What follows belongs to an exercise in optimizing a design on an open flow for small area and a short achievable clock period; a production flow would make more cautious choices.
In this exercise RTL edits were held to simulation tests only and were not proved equivalent to the original.
No activity file was given, so power comes from the tool's default toggle rates.

==> flow/design.v (excerpt) <==
module hybrid_pwm_sd_2ndorder #(parameter signalwidth=16)
(
	input clk,
	input reset_n,
	input [signalwidth-1:0] d,
	output q
);
clock: 11.0 ns
lec_check: 0
abc_area: 1
cap_margin: 20
core_margin: 2
core_utilization: 40
cts_buf_list: sky130_fd_sc_hd__clkbuf_8
place_density: 0.8
slew_margin: 20
standard.sh (not shown) runs the stock make flow with config.mk's settings and CLKGATE_MAP_FILE= SYNTH_SCRIPT=/design/flow/synth_recipe.tcl, a recipe that flattens the netlist after the stock synthesis.
==> flow/flow/run.sh <==
#!/bin/bash
# Standard ORFS layout (standard.sh), with timing repair asked to leave
# extra setup margin so that the layout runs well faster than the clock,
# and small port buffers.
set -euo pipefail
bash standard.sh SETUP_SLACK_MARGIN=7.5 "BUFFER_PORTS_ARGS=-buffer_cell sky130_fd_sc_hd__buf_2" finish > flow_make.log 2>&1
Rerun with:
==> flow/flow/run.sh (replaced) <==
#!/bin/bash
# Standard ORFS layout (standard.sh), with timing repair asked to leave
# extra setup margin so that the layout runs well faster than the clock,
# and small port buffers.
set -euo pipefail
bash standard.sh SETUP_SLACK_MARGIN=7.2 "BUFFER_PORTS_ARGS=-buffer_cell sky130_fd_sc_hd__buf_2" finish > flow_make.log 2>&1
PLACE_DENSITY = unset   (was 0.8)
Fmax went down by 1.2%; sequential power drops by about 0.9%; hold slack is about the same.
Rerun with:
==> flow/flow/run.sh (replaced) <==
#!/bin/bash
# Standard ORFS layout (standard.sh), with timing repair asked to leave
# extra setup margin so that the layout runs well faster than the clock,
# and small port buffers.
set -euo pipefail
bash standard.sh SETUP_SLACK_MARGIN=7.5 "BUFFER_PORTS_ARGS=-buffer_cell sky130_fd_sc_hd__buf_2" finish > flow_make.log 2>&1
Routed wire length grows by 0.66%.
Fmax grows by 1.7%.
Via count grows by 0.63%.
Total power grows by 0.35%.
Synthesized cell count does not change.
Clock skew barely changes.
Worst setup slack improves by 0.061 ns.
Final cell count is unchanged.

== exp/tundra ==
The RTL this note starts from:
==> flow/design.v <==
module hybrid_pwm_sd_2ndorder #(parameter signalwidth=16)
(
	input clk,
	input reset_n,
	input [signalwidth-1:0] d,
	output q
);
reg [4:0]  pc;        
reg        q_r;       
reg [22:0] w;         
reg [17:0] acc1;      
reg        m;         
reg [15:0] dreg;      
reg [6:0]  th;        
reg [17:0] s2;        
reg [10:0] ep;        
reg        f30, f31, f0, f1, f2, f3, f4, f5;    
wire [16:0] lo_sum = {1'b0, acc1[15:0]} + {1'b0, d};
wire c16 = lo_sum[16];
wire q31 = th[6] ? m : th[5];
wire [17:0] b_oth = ({18{f30}} & {{9{q31}}, 9'b0})
                  | ({18{f1}} & {2'b0, dreg})
                  | ({18{f2 | f3}} & ({7'b0, ep} ^ {18{f2}}))
                  | ({18{f4 | f5}} & ({2'b0, acc1[17:2]} ^ {18{f5}}));
wire [17:0] b_op = f31 ? ~{2'b0, w[22:7]} : b_oth;
wire [17:0] a_op = (f1 | f5) ? acc1 : s2;
wire cin = f30 | f2 | (f31 & (q_r | ~&w[6:0])) | (f5 & ~|acc1[1:0]);
wire [17:0] sum = a_op + b_op + {17'b0, cin};
wire [4:0] pc_next = pc + 5'd1;
wire q_gen   = th[6] ? m : ({1'b0, pc_next} < th[5:0]);
wire q_last  = sum[17] ? m : (sum[16:11] != 6'd0);
wire q_oth   = f31 ? q_last : f0 ? (th[5:1] != 5'd0) : q_gen;
wire sel_m   = f0 & th[6];
wire q_c1    = sel_m ? (acc1[17] ^ acc1[16]) : q_oth;
wire q_c0    = sel_m ? acc1[17] : q_oth;
wire q_next  = c16 ? q_c1 : q_c0;
wire m_new   = c16 ? (acc1[17] ^ acc1[16]) : acc1[17];
wire [22:0] w_next = w + {7'h7f, ~w[22:7]} + (q_r ? 23'h00fe00 : 23'h0)
                       + {22'b0, q_r ? (w[6:0] == 7'd0) : 1'b1};
always @(posedge clk)
	dreg <= d;
always @(posedge clk, negedge reset_n)
begin
	if (!reset_n) begin
		pc   <= 5'd30;
		q_r  <= 1'b0;
		w    <= 23'h7f0000;
		acc1 <= 18'h2fffd;
		m    <= 1'b1;
		th   <= 7'd0;
		s2   <= 18'h17fff;
		ep   <= 11'd0;
		{f30, f31, f0, f1, f2, f3, f4, f5} <= 8'b10000000;
	end else begin
		pc  <= pc_next;
		q_r <= q_next;
		w   <= w_next;
		{f30, f31, f0, f1, f2, f3, f4, f5} <= {pc == 5'd29, f30, f31, f0, f1, f2, f3, f4};
		if (f0)
			m <= m_new;
		if (f1 | f5)
			acc1 <= sum;
		if (f30 | f31 | f2 | f3 | f4)
			s2 <= sum;
		if (f31)
			th <= sum[17:11];
		if (f2)
			ep <= s2[10:0];
	end
end
assign q = q_r;
endmodule
==> flow/config.mk <==
export PLATFORM = sky130hd
export DESIGN_NAME = hybrid_pwm_sd_2ndorder
export DESIGN_NICKNAME = hybrid_pwm_sd_2ndorder
export VERILOG_FILES = /design/flow/design.v
export SDC_FILE = /design/flow/constraint.sdc
export NUM_CORES = 4
export LEC_CHECK = 0
export CAP_MARGIN = 20
export CORE_MARGIN = 2
export CORE_UTILIZATION = 40
export SLEW_MARGIN = 20
==> flow/constraint.sdc <==
create_clock -name core_clock -period 11.0 [get_ports {clk}]
set_input_delay 2.2000 -clock core_clock [delete_from_list [all_inputs] [get_ports {clk}]]
set_output_delay 2.2000 -clock core_clock [all_outputs]
set_load 0.01 [all_outputs]
==> flow/flow/run.sh <==
#!/bin/bash
# Standard ORFS layout (standard.sh), with timing repair asked to leave
# extra setup margin so that the layout runs well faster than the clock.
set -euo pipefail
bash standard.sh SETUP_SLACK_MARGIN=7.0 finish > flow_make.log 2>&1
exp/tundra ran to completion and came out clean on the timing, DRC and antenna checks.
Input changes introduced in exp/lagoon (baseline for comparison: exp/tundra):
==> flow/run.sh (new file) <==
#!/bin/bash
# synth_recipe.tcl (not shown) runs the flow's synth.tcl, then flattens the netlist and writes it again
# the make line also repeats each setting of config.mk as NAME=value (left out here)
make -C /OpenROAD-flow-scripts/flow DESIGN_CONFIG=/design/flow/config.mk WORK_HOME=/design/flow/orfs CLKGATE_MAP_FILE= SYNTH_SCRIPT=/design/flow/synth_recipe.tcl finish
removed: flow/flow/run.sh
removed: flow/standard.sh
Notes after the runs:
- Changes observed in exp/lagoon relative to exp/tundra: core occupancy in the finished layout went down by 0.94 points, final period demand of the worst path +0.96 ns.
- Diff exp/tundra..exp/lagoon | sequential cell count | unchanged
Relative to exp/lagoon, the following input files were edited for exp/ember:
==> flow/flow/run.sh (new file) <==
#!/bin/bash
# Standard ORFS layout (standard.sh), with timing repair asked to leave
# extra setup margin so that the layout runs well faster than the clock.
set -euo pipefail
bash standard.sh SETUP_SLACK_MARGIN=7.5 finish > flow_make.log 2>&1
==> flow/standard.sh (new file) <==
#!/bin/bash
# synth_recipe.tcl (not shown) runs the flow's synth.tcl, then flattens the netlist and writes it again
# the make line also repeats each setting of config.mk as NAME=value (left out here)
make -C /OpenROAD-flow-scripts/flow DESIGN_CONFIG=/design/flow/config.mk WORK_HOME=/design/flow/orfs CLKGATE_MAP_FILE= SYNTH_SCRIPT=/design/flow/synth_recipe.tcl "${@:-finish}"
removed: flow/run.sh
- exp/ember: done, clean on timing, DRC and antenna
- A startpoint of the most critical setup path of d[1] is what exp/ember shows, while f5 belongs to exp/lagoon.
- exp/ember: sequential share of layout area lower than exp/lagoon
- [compare] base=exp/lagoon new=exp/ember: portion of total power attributed to combinational logic up 5.3 points, synthesis-to-finish area growth up 10 points, clock network fraction of design power down 3.2 points.

== job 1701 ==
Another version of the RTL of hybrid_pwm_sd_2ndorder (not shown whole).
Size: about 970 cells after synthesis, roughly 19 I/O pins, roughly 6300 um^2 of cells after synthesis.
export LEC_CHECK = 0
export ABC_AREA = 1
export CAP_MARGIN = 20
export CORE_MARGIN = 2
export CORE_UTILIZATION = 40
export CTS_BUF_LIST = sky130_fd_sc_hd__clkbuf_8
export SLEW_MARGIN = 20
export SYNTH_HIERARCHICAL = 1
create_clock -name core_clock -period 11.0 [get_ports {clk}]
==> flow/flow/run.sh <==
#!/bin/bash
# Standard ORFS layout (standard.sh) with three changes: timing repair is
# asked to leave extra setup margin so that the layout runs well faster than
# the clock, the ports get small buffers, and adders are left to ABC instead
# of being mapped to full/half-adder cells (registers are unchanged).
set -euo pipefail
bash standard.sh SETUP_SLACK_MARGIN=7.7 "BUFFER_PORTS_ARGS=-buffer_cell sky130_fd_sc_hd__buf_2" ADDER_MAP_FILE= finish > flow_make.log 2>&1
#### Input delta (job 1192 over job 1701)
- TNS_END_PERCENT: unset -> 0
--- a/flow/flow/run.sh
+++ b/flow/flow/run.sh
@@ -6,2 +6,2 @@
 set -euo pipefail
-bash standard.sh SETUP_SLACK_MARGIN=7.7 "BUFFER_PORTS_ARGS=-buffer_cell sky130_fd_sc_hd__buf_2" ADDER_MAP_FILE= finish > flow_make.log 2>&1
+bash standard.sh SETUP_SLACK_MARGIN=8.1 "BUFFER_PORTS_ARGS=-buffer_cell sky130_fd_sc_hd__buf_2" ADDER_MAP_FILE= finish > flow_make.log 2>&1
==> notes.md <==
For number of placed instances, taps included, job 1701 and job 1192 come out practically identical. Job 1192 vs. job 1701: wire length went up by 0.57%. Number of cell instances on the worst register-to-register path: lower on job 1701.
## Diff of input files: job 8287 against job 1192
- TNS_END_PERCENT no longer set, was 0
==> flow/flow/run.sh <==
#!/bin/bash
# Standard ORFS layout (standard.sh) with these changes:
#  - synthesis is standard.sh's, except that ABC maps the top module with a
#    delay target (flow/synth.tcl, flow/abc_top.script); registers unchanged;
#  - adders are left to ABC instead of full/half-adder cells;
#  - timing repair is asked to leave extra setup margin, so that the layout
#    runs well faster than the clock;
#  - the ports get small buffers.
# make's output goes to flow_make.log; each step's log is under orfs/logs.
set -euo pipefail
export FLOW_FLOW_DIR="$(pwd)/flow"
bash standard.sh "SYNTH_SCRIPT=$FLOW_FLOW_DIR/synth.tcl" ADDER_MAP_FILE= \
  SETUP_SLACK_MARGIN=7.5 "BUFFER_PORTS_ARGS=-buffer_cell sky130_fd_sc_hd__buf_2" \
  finish > flow_make.log 2>&1
==> flow/flow/abc_top.script (new file) <==
strash
dch
map -D 2500
topo
stime -c
buffer -c
upsize -c
dnsize -c
==> flow/flow/synth.tcl (new file) <==
# synth_recipe.tcl (standard.sh's synthesis script) with one change: ABC maps
# the top module with abc_top.script (the flow's area script, given a delay
# target) and the input-side carry tree (carry16, mux2x) with the flow's own
# script. Registers and names are those of the standard synthesis.
proc synth {args} { yosys synth -nofsm -noshare {*}$args }
proc abc {args} {
  set i [lsearch -exact $args -script]
  set rest $args
  lset rest [expr {$i + 1}] $::env(FLOW_FLOW_DIR)/abc_top.script
  yosys abc {*}$args carry16 mux2x
  yosys abc {*}$rest hybrid_pwm_sd_2ndorder
}
source $::env(SCRIPTS_DIR)/synth.tcl
# left out here: clear keep_hierarchy, flatten, clean up, hide names made inside functions, write 1_2_yosys.v
[summary]
Between job 8287 and job 1192, the static leakage power is higher for job 1192.
Total met3 wirelength after detailed routing (higher): job 1192
Per the comparison of job 8287 with job 1192, cell area after technology mapping down about 8%; routed length per placed instance rose by about 10%.
Setup changes, job 8287 to job 1724
==> flow/flow/run.sh <==
#!/bin/bash
# Standard ORFS layout (standard.sh) with three changes: timing repair is
# asked to leave extra setup margin so that the layout runs well faster than
# the clock, the ports get small buffers, and adders are left to ABC instead
# of being mapped to full/half-adder cells (registers are unchanged).
set -euo pipefail
bash standard.sh SETUP_SLACK_MARGIN=7.5 "BUFFER_PORTS_ARGS=-buffer_cell sky130_fd_sc_hd__buf_2" ADDER_MAP_FILE= finish > flow_make.log 2>&1
removed: flow/flow/abc_top.script
removed: flow/flow/synth.tcl
Notes after the runs:
[job 1724 vs job 8287] compound-gate portion of the synthesized area: lower in job 1724
Number of clock buffers in the layout for job 1724: 2 down relative to job 8287
Commonest non-fill, non-tap cell in the layout: sky130_fd_sc_hd__nand2_1 -> job 1724, sky130_fd_sc_hd__nor2_1 -> job 8287
In the metrics for job 1724 and job 8287, the one carrying the lower worst hold slack is job 8287.
Utilization: job 1724 and job 8287 compared, higher one is job 8287
Diff job 8287 -> job 1724: net switching power now sits higher; wire length now sits higher; proportion of synthesized chip area in sequential cells now sits lower; die area now sits higher; area of all placed cells without fillers now sits higher.
Edits applied to the flow inputs when going from job 1724 to job 3190:
--- a/flow/flow/run.sh
+++ b/flow/flow/run.sh
@@ -6,2 +6,2 @@
 set -euo pipefail
-bash standard.sh SETUP_SLACK_MARGIN=7.5 "BUFFER_PORTS_ARGS=-buffer_cell sky130_fd_sc_hd__buf_2" ADDER_MAP_FILE= finish > flow_make.log 2>&1
+bash standard.sh SETUP_SLACK_MARGIN=8.0 "BUFFER_PORTS_ARGS=-buffer_cell sky130_fd_sc_hd__buf_2" ADDER_MAP_FILE= finish > flow_make.log 2>&1
- Measured against each other, job 1724 and job 3190 differ in total number of vias, the higher figure coming from job 3190.
- Diff job 3190..job 1724 | placeable core region | negligible
- Measured against job 1724, the highest attainable clock frequency of job 3190 comes out at 1.10 times the reference value.
- Between job 1724 and job 3190, part of the total power dissipated in the clock network decreased.
- Going from job 1724 to job 3190, detailed placement HPWL -0.88%; overall routing resource usage ~0 delta; global-route wire length before repair ~0 delta; average via count per standard cell +about 0.3%; cell area after placement ~0 delta.
- From job 1724 to job 3190 the numbers moved as follows: proportion of final cell area spent on non-clock buffers grew by 3.0 points, post-synthesis to final-layout area growth now larger.
[inputs] job 4333 vs job 3190
- TNS_END_PERCENT newly set to 0
==> comparison <==
- Required time at the endpoint of the critical path essentially unchanged between job 3190 and job 4333.
- ~same wire length of the first global-routing pass in job 4333 and job 3190
- Per the comparison of job 4333 with job 3190, clock network area share has remained practically unchanged, count of clock-buffer cells in the layout has remained practically unchanged, clock period minus worst slack has increased, post-placement cell count has remained practically unchanged.
- Area used by multi-input combinational logic of job 3190 is on par with job 4333.
- On proportion of cell area occupied by registers, job 4333 and job 3190 are neck and neck.
- The instance count along the most critical hold path on job 4333 is in line with that on job 3190.
- Highest attainable clock frequency: job 3190 vs job 4333, no meaningful difference
- Job 3190 -> job 4333: worst supply voltage drop on vdd decreased slightly

==> afterwards: timing with drivers on the ports <==
No port has a modelled driver above. Below, the same layouts with a new extraction and two added sets of constraints.
Step 1 (the two cells are an assumption about what drives the block):
set clk [get_ports {clk}]
set_driving_cell -lib_cell sky130_fd_sc_hd__clkbuf_16 $clk
set_driving_cell -lib_cell sky130_fd_sc_hd__buf_2 [delete_from_list [all_inputs] $clk]
Step 2 adds t to the input delays and takes it off the output delays; t is the mean of the earliest and latest rising clock arrival at the registers after step 1. Input paths then give back, and output paths get back, about the clock's delay inside the block.
Slacks: ideal / step 1 / step 2; pairs: ideal / step 1.
run | t, ns | setup slack, ns | clock arrival spread, ns | pins driven straight from the clock port
the first run of note 1 | 0.425 | 7.438 / 7.438 / 7.317 | 0.008 / 0.008 | 1
the second run of note 1 | 0.427 | 7.394 / 7.394 / 7.394 | 0.016 / 0.016 | 1
the third run of note 1 | 0.431 | 7.455 / 7.455 / 7.420 | 0.014 / 0.014 | 1
exp/tundra | 0.401 | 7.055 / 7.075 / 6.674 | 0.006 / 0.006 | 1
exp/lagoon | 0.399 | 6.090 / 6.090 / 6.090 | 0.006 / 0.005 | 1
exp/ember | 0.397 | 7.411 / 7.429 / 7.032 | 0.009 / 0.010 | 1
job 1701 | 0.426 | 7.734 / 7.696 / 7.429 | 0.015 / 0.016 | 1
job 1192 | 0.406 | 7.925 / 7.890 / 7.645 | 0.014 / 0.014 | 1
job 8287 | 0.421 | 7.580 / 7.580 / 7.328 | 0.009 / 0.009 | 1
job 1724 | 0.425 | 7.592 / 7.555 / 7.265 | 0.016 / 0.016 | 1
job 3190 | 0.425 | 7.908 / 7.869 / 7.613 | 0.015 / 0.015 | 1
job 4333 | 0.429 | 7.903 / 7.864 / 7.598 | 0.014 / 0.014 | 1
After both steps every run listed still meets setup and hold. For exp/tundra, which loses most, drivers alone change the setup slack by +0.020 ns; drivers and shift together by -0.381 ns.
